Source: an optimization exercise on an open RTL-to-GDS flow (aim: small area). Production flows keep margins and buffers that such runs may drop. Only simulation tests tie the RTL to the original design; equivalence was not proved. The flow treats the clock pin as an ideal source, which a real chip does not have.

job 8826:
## apb_convolver
module apb_convolver(
    input  logic                      HCLK,
    input  logic                      HRESETn,
    input  logic               [11:0] PADDR,
    input  logic               [31:0] PWDATA,
    input  logic                      PWRITE,
    input  logic                      PSEL,
    input  logic                      PENABLE,
    output logic               [31:0] PRDATA,
    output logic                      PREADY,
    output logic                      PSLVERR,
    output logic               [3:0]  irq_o,
    output logic                      mem_wen_n,
    output logic               [10:0] mem_addr,
    output logic               [31:0] mem_wdata,
    input  logic               [31:0] mem_rdata
    );
For scale: ~1300 cells after synthesis, ~160 I/O pins, about 18000 sq um of cells after synthesis.
clock: 10.0 ns
lec_check: 0
abc_area: 1
cap_margin: 20
core_margin: 2
core_utilization: 40
slew_margin: 20
standard.sh (not shown) runs the stock make flow with config.mk's settings and CLKGATE_MAP_FILE= SYNTH_SCRIPT=/design/flow/synth_recipe.tcl, a recipe that flattens the netlist after the stock synthesis.
==> flow/flow/run.sh <==
#!/bin/bash
# Own layout flow, built on the standard ORFS flow (standard.sh):
#  1. the standard synthesis, unchanged (standard.sh synth);
#  2. flow/polarity.py rewrites the synthesised netlist's inverters: full adders are
#     self-dual and many gates have a complementary cell, so it picks their polarities to
#     need fewer inverters (registers and the logic function are unchanged);
#  3. the standard floorplan and placement, with port buffers of sky130_fd_sc_hd__buf_1
#     (instead of clkdlybuf4s50_1);
#  5. the rest of the standard flow.
# Each tool's full output goes to a log file of its own in the work folder (flow_*.log);
# ORFS's per-step logs are under orfs/logs/.
set -euo pipefail
RES=orfs/results/${FLOW_PLATFORM}/apb_convolver/base
LIB=${FLOW_HOME}/platforms/${FLOW_PLATFORM}/lib/sky130_fd_sc_hd__tt_025C_1v80.lib
BP="BUFFER_PORTS_ARGS=-buffer_cell sky130_fd_sc_hd__buf_1"

# synthesis: the standard synthesis script, with only its ABC mapping script replaced
# by flow/abc.script (area-oriented mapping); registers are mapped before ABC runs, so they
# are the standard synthesis's registers.
sed "s#log_cmd abc {\*}\$abc_args#lset abc_args [expr {[lsearch \$abc_args -script] + 1}] $PWD/flow/abc.script\n  log_cmd abc {*}\$abc_args#" \
  ${FLOW_HOME}/scripts/synth.tcl > synth_own.tcl
sed "s#source \$::env(SCRIPTS_DIR)/synth.tcl#source $PWD/synth_own.tcl#" synth_recipe.tcl > synth_recipe_own.tcl
bash standard.sh "SYNTH_SCRIPT=$PWD/synth_recipe_own.tcl" synth > flow_synth.log 2>&1
cp ${RES}/1_2_yosys.v ${RES}/1_2_yosys.standard.v
python3 flow/polarity.py ${RES}/1_2_yosys.standard.v ${RES}/1_2_yosys.pol.v ${LIB} > flow_polarity.log 2>&1
cp ${RES}/1_2_yosys.pol.v ${RES}/1_2_yosys.v
rm -f ${RES}/1_synth.odb ${RES}/1_synth.sdc

bash standard.sh "$BP" place > flow_place.log 2>&1

BASE="-sink_clustering_enable -repair_clock_nets -dont_use_dummy_load"
TRIALS=(
  "-buf_list sky130_fd_sc_hd__clkbuf_4 -sink_clustering_size 8 -sink_clustering_max_diameter 80"
  "-buf_list sky130_fd_sc_hd__clkbuf_4 -sink_clustering_size 10 -sink_clustering_max_diameter 60"
  "-buf_list sky130_fd_sc_hd__clkbuf_4 -sink_clustering_size 8 -sink_clustering_max_diameter 60"
  "-buf_list sky130_fd_sc_hd__clkbuf_8 -sink_clustering_size 14 -sink_clustering_max_diameter 60"
  "-buf_list sky130_fd_sc_hd__clkbuf_4 -sink_clustering_size 10 -sink_clustering_max_diameter 35"
  "-buf_list sky130_fd_sc_hd__clkbuf_8 -sink_clustering_size 10 -sink_clustering_max_diameter 60"
)
best_args="$BASE -buf_list sky130_fd_sc_hd__clkbuf_4"
best_area=1e9
: > flow_cts_trials.log
for i in "${!TRIALS[@]}"; do
  args="$BASE ${TRIALS[$i]}"
  line=$(CTS_TRY_ARGS="$args" CTS_TRY_ODB=${RES}/3_place.odb CTS_TRY_SDC=${RES}/3_place.sdc \
         openroad -no_init -exit flow/cts_trial.tcl 2>&1 | tee -a flow_cts_trials.log | grep CTS_TRIAL || true)
  echo "trial $i: $args -> $line" >> flow_cts_trials.log
  area=$(echo "$line" | awk '{print $3}'); slew=$(echo "$line" | awk '{print $5}')
  if [[ -n "$area" && -n "$slew" ]] && awk -v s="$slew" -v a="$area" -v b="$best_area" 'BEGIN{exit !(s < 0.112 && a < b)}'; then
    best_area=$area; best_args="$args"
  fi
done
echo "chosen: $best_args (clock cells $best_area um2)" >> flow_cts_trials.log

bash standard.sh "$BP" "CTS_ARGS=$best_args" finish > flow_layout.log 2>&1
==> flow/flow/abc.script <==
strash
&get -n
&dch -f
&nf -R 1000
&put
topo
Other scripts of this flow, unchanged in this note and not shown: flow/flow/cts_trial.tcl, flow/flow/polarity.py
Job 8826 closes out successfully: all stages finished, all timing, DRC and antenna checks passed.
Inputs modified between job 8826 and job 3785:
- CORE_UTILIZATION changed from 40 to 60
==> flow/flow/abc.script <==
strash
ifraig
dch -f
amap -m
topo
Notes after the runs:
Post-DP HPWL in job 3785 is 9.7% lower than in job 8826
In job 3785, first-pass GRT wire length is lower than in job 8826.
Compared with job 8826, job 3785 shows a lower number of ordinary and repair buffers in the finished layout.
Job 3785 vs. job 8826: y dimension of the die went down by 40 microns.
Summary: with job 8826 as the reference, instance area after placement in job 3785 moved down by a few percent.
[job 3785 vs job 8826] area of all placed cells without fillers: lower in job 3785
On minimum setup slack in the final design, job 3785 does worse than job 8826.
Final cycle utilization of the critical path ends up lower on job 8826.
Re synthesized area: job 3785 is about 1.2% down on job 8826.
The largest net degree at the start of global routing of job 3785 falls short of that of job 8826 by about 14%.
Job 8826 reports its most common cell after layout, fill and taps aside as sky130_fd_sc_hd__nand2_1 while job 3785 reports sky130_fd_sc_hd__nor2_1.
Against job 8826 as the reference, job 3785 delivers a higher clock skew.
Inputs modified between job 3785 and job 7793:
- a change of CORE_UTILIZATION from 60 to 40
==> flow/flow/abc.script <==
strash
dch -f
amap
topo
Results
Compared with job 3785, job 7793 shows a higher critical path depth. When the final numbers for job 3785 and job 7793 were put side by side, the hold slack turned out to be smaller in job 7793. Comparing portion of the clock cycle consumed by the worst path in the final layout for job 3785 and job 7793, the bigger number came from job 7793. From job 3785 to job 7793 the numbers moved as follows: count of plain and timing-repair buffers in the layout rose 8, number of antenna violations at the first check in global routing about even, final worst slack fell 0.060 ns, met2 layer wire length in the routed design rose about 12%.

Another version of the RTL of apb_convolver (not shown whole).
Size in the first run: roughly 1300 cells after synthesis.
export LEC_CHECK = 0
export ABC_AREA = 1
export CAP_MARGIN = 20
export CORE_MARGIN = 2
export CORE_UTILIZATION = 75
export SLEW_MARGIN = 20
create_clock -name core_clock -period 10.0 [get_ports {HCLK}]
==> flow/flow/run.sh <==
#!/bin/bash
# Own layout flow, built on the standard ORFS flow (standard.sh):
#  1. the standard synthesis (standard.sh synth, synth_recipe.tcl), with only the ABC
#     mapping script replaced by flow/abc.script (area-oriented mapping); the registers are
#     mapped before ABC runs, so they are the standard synthesis's registers;
#  2. flow/polarity.py rewrites the synthesised netlist's inverters: full adders are
#     self-dual and many gates have a complementary cell, so it picks their polarities to
#     need fewer inverters (registers and the logic function are unchanged);
#  3. the standard floorplan and placement, with port buffers of sky130_fd_sc_hd__buf_1
#     (instead of clkdlybuf4s50_1);
#  5. the rest of the standard flow.
# Each tool's full output goes to a log file of its own in the work folder (flow_*.log);
# ORFS's per-step logs are under orfs/logs/.
set -euo pipefail
RES=orfs/results/${FLOW_PLATFORM}/apb_convolver/base
LIB=${FLOW_HOME}/platforms/${FLOW_PLATFORM}/lib/sky130_fd_sc_hd__tt_025C_1v80.lib
BP="BUFFER_PORTS_ARGS=-buffer_cell sky130_fd_sc_hd__buf_1"

# synthesis: the standard synthesis script, with only its ABC mapping script replaced
# by flow/abc.script (area-oriented mapping); registers are mapped before ABC runs, so they
# are the standard synthesis's registers.
sed "s#log_cmd abc {\*}\$abc_args#lset abc_args [expr {[lsearch \$abc_args -script] + 1}] $PWD/flow/abc.script\n  log_cmd abc {*}\$abc_args#" \
  ${FLOW_HOME}/scripts/synth.tcl > synth_own.tcl
sed "s#source \$::env(SCRIPTS_DIR)/synth.tcl#source $PWD/synth_own.tcl#" synth_recipe.tcl > synth_recipe_own.tcl
bash standard.sh "SYNTH_SCRIPT=$PWD/synth_recipe_own.tcl" synth > flow_synth.log 2>&1
cp ${RES}/1_2_yosys.v ${RES}/1_2_yosys.standard.v
python3 flow/polarity.py ${RES}/1_2_yosys.standard.v ${RES}/1_2_yosys.pol.v ${LIB} > flow_polarity.log 2>&1
cp ${RES}/1_2_yosys.pol.v ${RES}/1_2_yosys.v
rm -f ${RES}/1_synth.odb ${RES}/1_synth.sdc

bash standard.sh "$BP" place > flow_place.log 2>&1

BASE="-sink_clustering_enable -repair_clock_nets -dont_use_dummy_load"
TRIALS=(
  "-buf_list sky130_fd_sc_hd__clkbuf_4 -sink_clustering_size 8 -sink_clustering_max_diameter 80"
  "-buf_list sky130_fd_sc_hd__clkbuf_4 -sink_clustering_size 10 -sink_clustering_max_diameter 60"
  "-buf_list sky130_fd_sc_hd__clkbuf_4 -sink_clustering_size 8 -sink_clustering_max_diameter 60"
  "-buf_list sky130_fd_sc_hd__clkbuf_8 -sink_clustering_size 14 -sink_clustering_max_diameter 60"
  "-buf_list sky130_fd_sc_hd__clkbuf_4 -sink_clustering_size 10 -sink_clustering_max_diameter 35"
  "-buf_list sky130_fd_sc_hd__clkbuf_8 -sink_clustering_size 10 -sink_clustering_max_diameter 60"
)
best_args="$BASE -buf_list sky130_fd_sc_hd__clkbuf_4"
best_area=1e9
: > flow_cts_trials.log
for i in "${!TRIALS[@]}"; do
  args="$BASE ${TRIALS[$i]}"
  line=$(CTS_TRY_ARGS="$args" CTS_TRY_ODB=${RES}/3_place.odb CTS_TRY_SDC=${RES}/3_place.sdc \
         openroad -no_init -exit flow/cts_trial.tcl 2>&1 | tee -a flow_cts_trials.log | grep CTS_TRIAL || true)
  echo "trial $i: $args -> $line" >> flow_cts_trials.log
  area=$(echo "$line" | awk '{print $3}'); slew=$(echo "$line" | awk '{print $5}')
  if [[ -n "$area" && -n "$slew" ]] && awk -v s="$slew" -v a="$area" -v b="$best_area" 'BEGIN{exit !(s < 0.108 && a < b)}'; then
    best_area=$area; best_args="$args"
  fi
done
echo "chosen: $best_args (clock cells $best_area um2)" >> flow_cts_trials.log

bash standard.sh "$BP" "CTS_ARGS=$best_args" finish > flow_layout.log 2>&1
==> flow/flow/abc.script <==
strash
ifraig
dch -f
amap -m -F 4 -A 8
topo
Other scripts of this flow, unchanged in this note and not shown: flow/flow/cts_trial.tcl, flow/flow/polarity.py
Edit:
==> flow/flow/abc.script (replaced) <==
strash
&get -n
&dch -f
&nf -R 1000
&put
topo
Settings changed: CORE_UTILIZATION 75 to 60.
Effect: The new run ran to the end with no violations. Clock-buffer cell count went up by 1. Worst hold slack gains 0.013 ns. Die area went up by 25%. Utilization went down by 17 points.

## separate check: timing with driven ports
No port has a modelled driver above. Below, the same layouts with a new extraction and two added sets of constraints. Step 1 (the two cells are an assumption about what drives the block):
set clk [get_ports {HCLK}]
set_driving_cell -lib_cell sky130_fd_sc_hd__clkbuf_16 $clk
set_driving_cell -lib_cell sky130_fd_sc_hd__buf_2 [delete_from_list [all_inputs] $clk]
Step 2 moves the port delays by t, midway between the first and last clock arrival at a register: inputs arrive t later, outputs are due t later. That takes back most of the time a late clock gives input paths. a / b / c = ideal / step 1 / step 2; a / b = the first two.
run	t, ns	setup WS [ns]	pins driven straight from the clock port
job 8826	0.774	0.437 / 0.437 / -0.065	1
job 3785	0.684	0.407 / 0.407 / -0.084	1
job 7793	0.783	0.347 / 0.347 / 0.007	1
the first run of note 2	0.672	0.272 / 0.277 / -0.396	1
the second run of note 2	0.707	0.470 / 0.470 / -0.184	1
With both steps, setup timing fails in job 8826, job 3785, the first run of note 2 and the second run of note 2, where it was met with ideal ports. For the first run of note 2, which loses most, drivers alone change the setup slack by +0.005 ns; drivers and shift together by -0.668 ns.
